From an optimization exercise on the open Yosys and OpenROAD flow, aimed at small area and a short achievable clock period; shortcuts taken in it are not production practice.
Only simulation tests tie the RTL to the original design; equivalence was not proved.
Power figures rest on the tool's default switching activity, not on a simulated workload.

==> flow/design.v (outline; a module is shown in full before it is edited, if it fits) <==
// module user_logic: 913 lines
// module mul_fa: 4 lines
// module mul_ha: 4 lines
module user_logic
(
  Bus2IP_Clk,                      
  Bus2IP_Reset,                    
  Bus2IP_Data,                     
  Bus2IP_BE,                       
  Bus2IP_RdCE,                     
  Bus2IP_WrCE,                     
  IP2Bus_Data,                     
  IP2Bus_RdAck,                    
  IP2Bus_WrAck,                    
  IP2Bus_Error                     
);
  // ...
==> flow/run.sh <==
#!/bin/bash
# synth_recipe.tcl (not shown) runs the flow's synth.tcl, then flattens the netlist and writes it again
# the make line also repeats each setting of config.mk as NAME=value (left out here)
make -C /OpenROAD-flow-scripts/flow DESIGN_CONFIG=/design/flow/config.mk WORK_HOME=/design/flow/orfs CLKGATE_MAP_FILE= SYNTH_SCRIPT=/design/flow/synth_recipe.tcl finish
==> flow/config.mk <==
export PLATFORM = sky130hd
export DESIGN_NAME = user_logic
export DESIGN_NICKNAME = user_logic
export VERILOG_FILES = /design/flow/design.v
export SDC_FILE = /design/flow/constraint.sdc
export NUM_CORES = 4
export LEC_CHECK = 0
export ABC_AREA = 1
export CAP_MARGIN = 20
export CORE_MARGIN = 2
export CORE_UTILIZATION = 40
export SETUP_SLACK_MARGIN = 3.5
export SLEW_MARGIN = 20
export SYNTH_HIERARCHICAL = 1
export SYNTH_MINIMUM_KEEP_SIZE = 0
==> flow/constraint.sdc <==
create_clock -name core_clock -period 8.0 [get_ports {Bus2IP_Clk}]
set_input_delay 1.6000 -clock core_clock [delete_from_list [all_inputs] [get_ports {Bus2IP_Clk}]]
set_output_delay 1.6000 -clock core_clock [all_outputs]
set_load 0.01 [all_outputs]
==> impl_metrics.json, run 1 <==
{
  "outcome": "timing/DRC/antenna clean",
  "seq_cells": 142,
  "clk_latency_ps": 460,
  "r2r_slack_ps": 3220,
  "peakVddDrop_v": 0.000150,
  "placed_cells": 2304,
  "nWellTaps": 511,
  "p_switching_mw": 1.08,
  "skew_ps": 13.4,
  "syn_inst": 1836,
  "area_growth_pct": 24.1,
  "slowest_delay_ps": 610,
  "die_h_um": 200,
  "antenna_found_initial": 2,
  "grt_overflow_total": 0,
  "rsz0062_at_grt": "true",
  "inv_count": 164,
  "max_freq_mhz": 209,
  "fin_cells": 2440,
  "clk-power_uw": 847,
  "yosysSeqAreaShare_pct": 18.4,
  "seq_share_pct": 15.2,
  "clk_share_pct": 3.11,
  "worstPathRequired_ps": 8360,
  "use_met3_pct": 9.57,
  "holdPathEnd": "slv_reg2[30]$_SDFF_PP0_",
  "hold_depth": 2,
  "comb-power_mw": 1.08,
  "whs_ps": 415,
  "vias_per_cell": 5.96,
  "period_needed_ps": 4780,
  "htreeDepth": 4,
  "power_mw": 2.83,
  "tightest_slew_ps": 871,
  "power_frac_comb_pct": 38.1,
  "worst_setup_path_start_kind": "flop",
  "drive_gt1_share_pct": 21.3,
  "max-slew-margin-rel_pct": 41.9
}
==> run 2, diff against run 1 <==
--- a/flow/config.mk
+++ b/flow/config.mk
@@ -9,7 +9,6 @@
 export CAP_MARGIN = 20
 export CORE_MARGIN = 2
 export CORE_UTILIZATION = 40
-export SETUP_SLACK_MARGIN = 3.5
 export SLEW_MARGIN = 20
 export SYNTH_HIERARCHICAL = 1
 export SYNTH_MINIMUM_KEEP_SIZE = 0
==> impl_metrics.json, run 2 <==
{
  "wl_met3_mm": 5.59,
  "period_needed_ps": 6100,
  "synth_area_um2": 15400,
  "top_layer_used": "met4",
  "ios": 79,
  "rows": 71,
  "cp.arrival_ps": 6450,
  "synth_cell_types": 42,
  "clk_path_buf_depth": 2,
  "first_global_vias": 13700,
  "drive_gt1_share_pct": 5.15,
  "vias_per_cell": 5.90,
  "nFillCells": 3795,
  "fin_setup_tns_ps": 0,
  "synth_top_family_by_area": "adder cells",
  "synth_top_cells_by_area": "fa_1, dfxtp_1, xor2_1",
  "fin_crit_sh_pct": 76.2,
  "numPortBuffers": 77,
  "p_leak_nw": 8.42,
  "synth_edf_count": 0,
  "drt-total-wl_mm": 55.0,
  "outcome": "timing/DRC/antenna clean",
  "clk_latency_ps": 460,
  "synthXorXnorAreaFrac_pct": 14.6,
  "grt_usage_pct": 27.4,
  "wl_met2_mm": 24.9,
  "core_um2": 37800,
  "whs_ps": 413,
  "hp-class": "flop to flop",
  "drv_cap": 0,
  "skew_ps": 15.4,
  "first_pass_iters": 5,
  "max-slew-margin-rel_pct": 25.8,
  "place_congestion": 0.968,
  "end_kind": "flop",
  "syn_avg_cell_area_um2": 8.40,
  "dieArea_um2": 40100,
  "met1Wirelength_mm": 22.2,
  "layout_common_cells": "xor2_1, o22ai_1, nand2_1",
  "avgRoutedWirePerCell_um": 23.5,
  "synthMuxAreaShare_pct": 0,
  "numClockSinks": 142,
  "grt_max_degree": 65,
  "final_hold_viol_count": 0,
  "yosysMostFrequentCell": "xor2_1",
  "synth-compound-area-share_pct": 18.6,
  "cts.clk_slew.worst_paths_ps": 70,
  "peakVddDrop_v": 0.000172,
  "max_freq_mhz": 164,
  "grt_pass1_wl_mm": 83.6,
  "hpwl_mm": 40.1,
  "async_reset_ff_share_pct": 0,
  "initial_core_util_pct": 40.7,
  "yosysSeqAreaShare_pct": 18.4,
  "cts_tree": "done",
  "setup_viol": 0,
  "synth_nets": 2110,
  "clock-root-buffer": "clkbuf_16",
  "synth_top_flop_cell": "dfxtp_1",
  "holdBufCountCts": 0,
  "yosys.area_share.adder_pct": 29.1,
  "cts_setup_buffers": 0,
  "die_x_um": 200,
  "yosysTopAreaCell": "fa_1",
  "diodes": 0,
  "rsz0062_at_grt": "false",
  "yosysWarnings": 7,
  "yosys_register_bits": 142,
  "path_class": "flop to flop",
  "area_growth_pct": 10.4,
  "fin_nets": 2088,
  "slew_violations": 0,
  "final_common_cell": "xor2_1",
  "final_util_pct": 45.0,
  "via_count": 13800,
  "synth-simple-area-share_pct": 11.2,
  "yosys-top-cells-count": "xor2_1, o22ai_1, nand2_1",
  "antenna_found_initial": 0,
  "cts-buffers-inserted": 17,
  "powerDensity_nw_per_um2": 158,
  "grt_overflow_total": 0,
  "drc": 0,
  "cts_resized": 0,
  "worst_setup_path_start_kind": "flop",
  "tightest_slew_ps": 1110,
  "first_iter_violations": 1545,
  "worstPathRequired_ps": 8350,
  "yosysTopAreaCellShare_pct": 27.8,
  "ant_nets": 0,
  "die_h_um": 200,
  "htreeDepth": 4,
  "syn_inst": 1836,
  "cp_max_fo": 24
}
[run 2: changes by cell type in the layout (fill, tap and decap cells not counted), moves of 17 or more]
| cell | change |
|---|---|
| inv_1 | +19 |
| dfxtp_4 | -17 |
| clkinvlp_4 | -22 |
| dfxtp_1 | +20 |
| o22ai_2 | -28 |
| fa_1 | +62 |
| fa_2 | -62 |
| o22ai_1 | +33 |
| nand2_1 | +26 |
| clkdlybuf4s50_1 | +36 |
| buf_4 | -54 |
[run 2: metrics by stage]
step | worst slack [ps] | power, mW | instance area [µm²] | cells
after floorplan | 3220 | 1.55 | 15400 | 1836
after global placement | 1950 | 1.86 | 16400 | 2306
after detailed placement | 2020 | 1.87 | 16400 | 2306
after CTS | 1970 | 2.70 | 17000 | 2338
after global routing | 1610 | 2.86 | 17000 | 2338
final | 1900 | 2.69 | 17000 | 2338
[run 2: worst paths after layout]
| check | from | endpoint | slack, ps | depth (start not counted) |
|---|---|---|---|---|
| worst min-delay path | p_s[3]$_DFF_P_ | slv_reg2[28]$_SDFF_PP0_ | 410 | 2 |
| worst min register to register | p_s[3]$_DFF_P_ | slv_reg2[28]$_SDFF_PP0_ | 410 | 2 |
| worst max-delay path | slv_reg1[24]$_SDFFE_PP0P_ | p_s[31]$_DFF_P_ | 1900 | 20 |
| worst max register to register | slv_reg1[24]$_SDFFE_PP0P_ | p_s[31]$_DFF_P_ | 1900 | 20 |
[run 2: final cells by class]
cell class	instances	area [µm²]	area share, %
inverter	158	594	3.49
multi-input combinational	1387	11300	66.7
timing repair buffer	108	1000	5.90
clock buffer	18	429	2.52
tap	511	639	3.76
clock inverter	14	158	0.927
sequential	142	2850	16.7
[run 2: power by group]
part           internal (mW)  total, mW  switching, mW
registers              0.825      0.919         0.0939
clock network          0.465      0.831          0.365
logic                  0.364      0.943          0.579
total                   1.65       2.69           1.04
[run 2: routing by layer]
layer | GRT usage, % | vias up
met5 | 0 | -
met3 | 7.24 | 163
met2 | 42.8 | 804
met4 | 12.0 | 0
li1 | - | 6088
met1 | 35.9 | 6738
[run 2: kinds of logic after synthesis]
logic type	count (synthesis)
xor+xnor	257
buf+inv	307
other cells	1
simple gates	415
compound gates	484
fa+ha+maj	230
flops	142
[run 2: per-module statistics from Yosys (local to each module, per instance)]
module | cells | area (µm²)
mul_ha | 1 | 12.5
mul_fa | 1 | 20.0
user_logic | 1620 | 11100
[run 2: worst max-delay path, cell delays in order, from the launching register on]
cell and delay, ps:
dfxtp_2 660, buf_4 410, nand2_1 120, nand2_1 820, o22ai_1 200, xor2_1 200
fa_1 610, fa_1 450, fa_1 430, fa_1 410, fa_1 450, fa_1 410
xnor2_1 160, inv_1 60, or2_1 240, nand2_1 60, nand2_1 50, nand2_1 80
inv_1 40, nand2_1 60, nand2_1 50

-- static timing again, ports no longer ideal --
The flow's constraints put no driver on any port. The routed layouts listed below were extracted and timed again, unchanged, in two steps.
Step 1 sets driving cells, clkbuf_16 on the clock port and buf_2 on the other inputs (assumed; they add their load-dependent delay and slew).
Step 2 times the ports against the registers' clock, not the clock port: input delays grow and output delays shrink by t, the midpoint of the rising clock arrivals with the driver on.
Three values: ideal, step 1, step 2; two values: the first two.
| run | shift t [ns] | setup slack, ns | worst slew at a driven data input, ns |
|---|---|---|---|
| run 1 | 0.507 | 3.221 / 3.221 / 3.221 | 0.05 |
| run 2 | 0.504 | 1.900 / 1.900 / 1.900 | 0.06 |
After both steps every run listed still meets setup and hold.
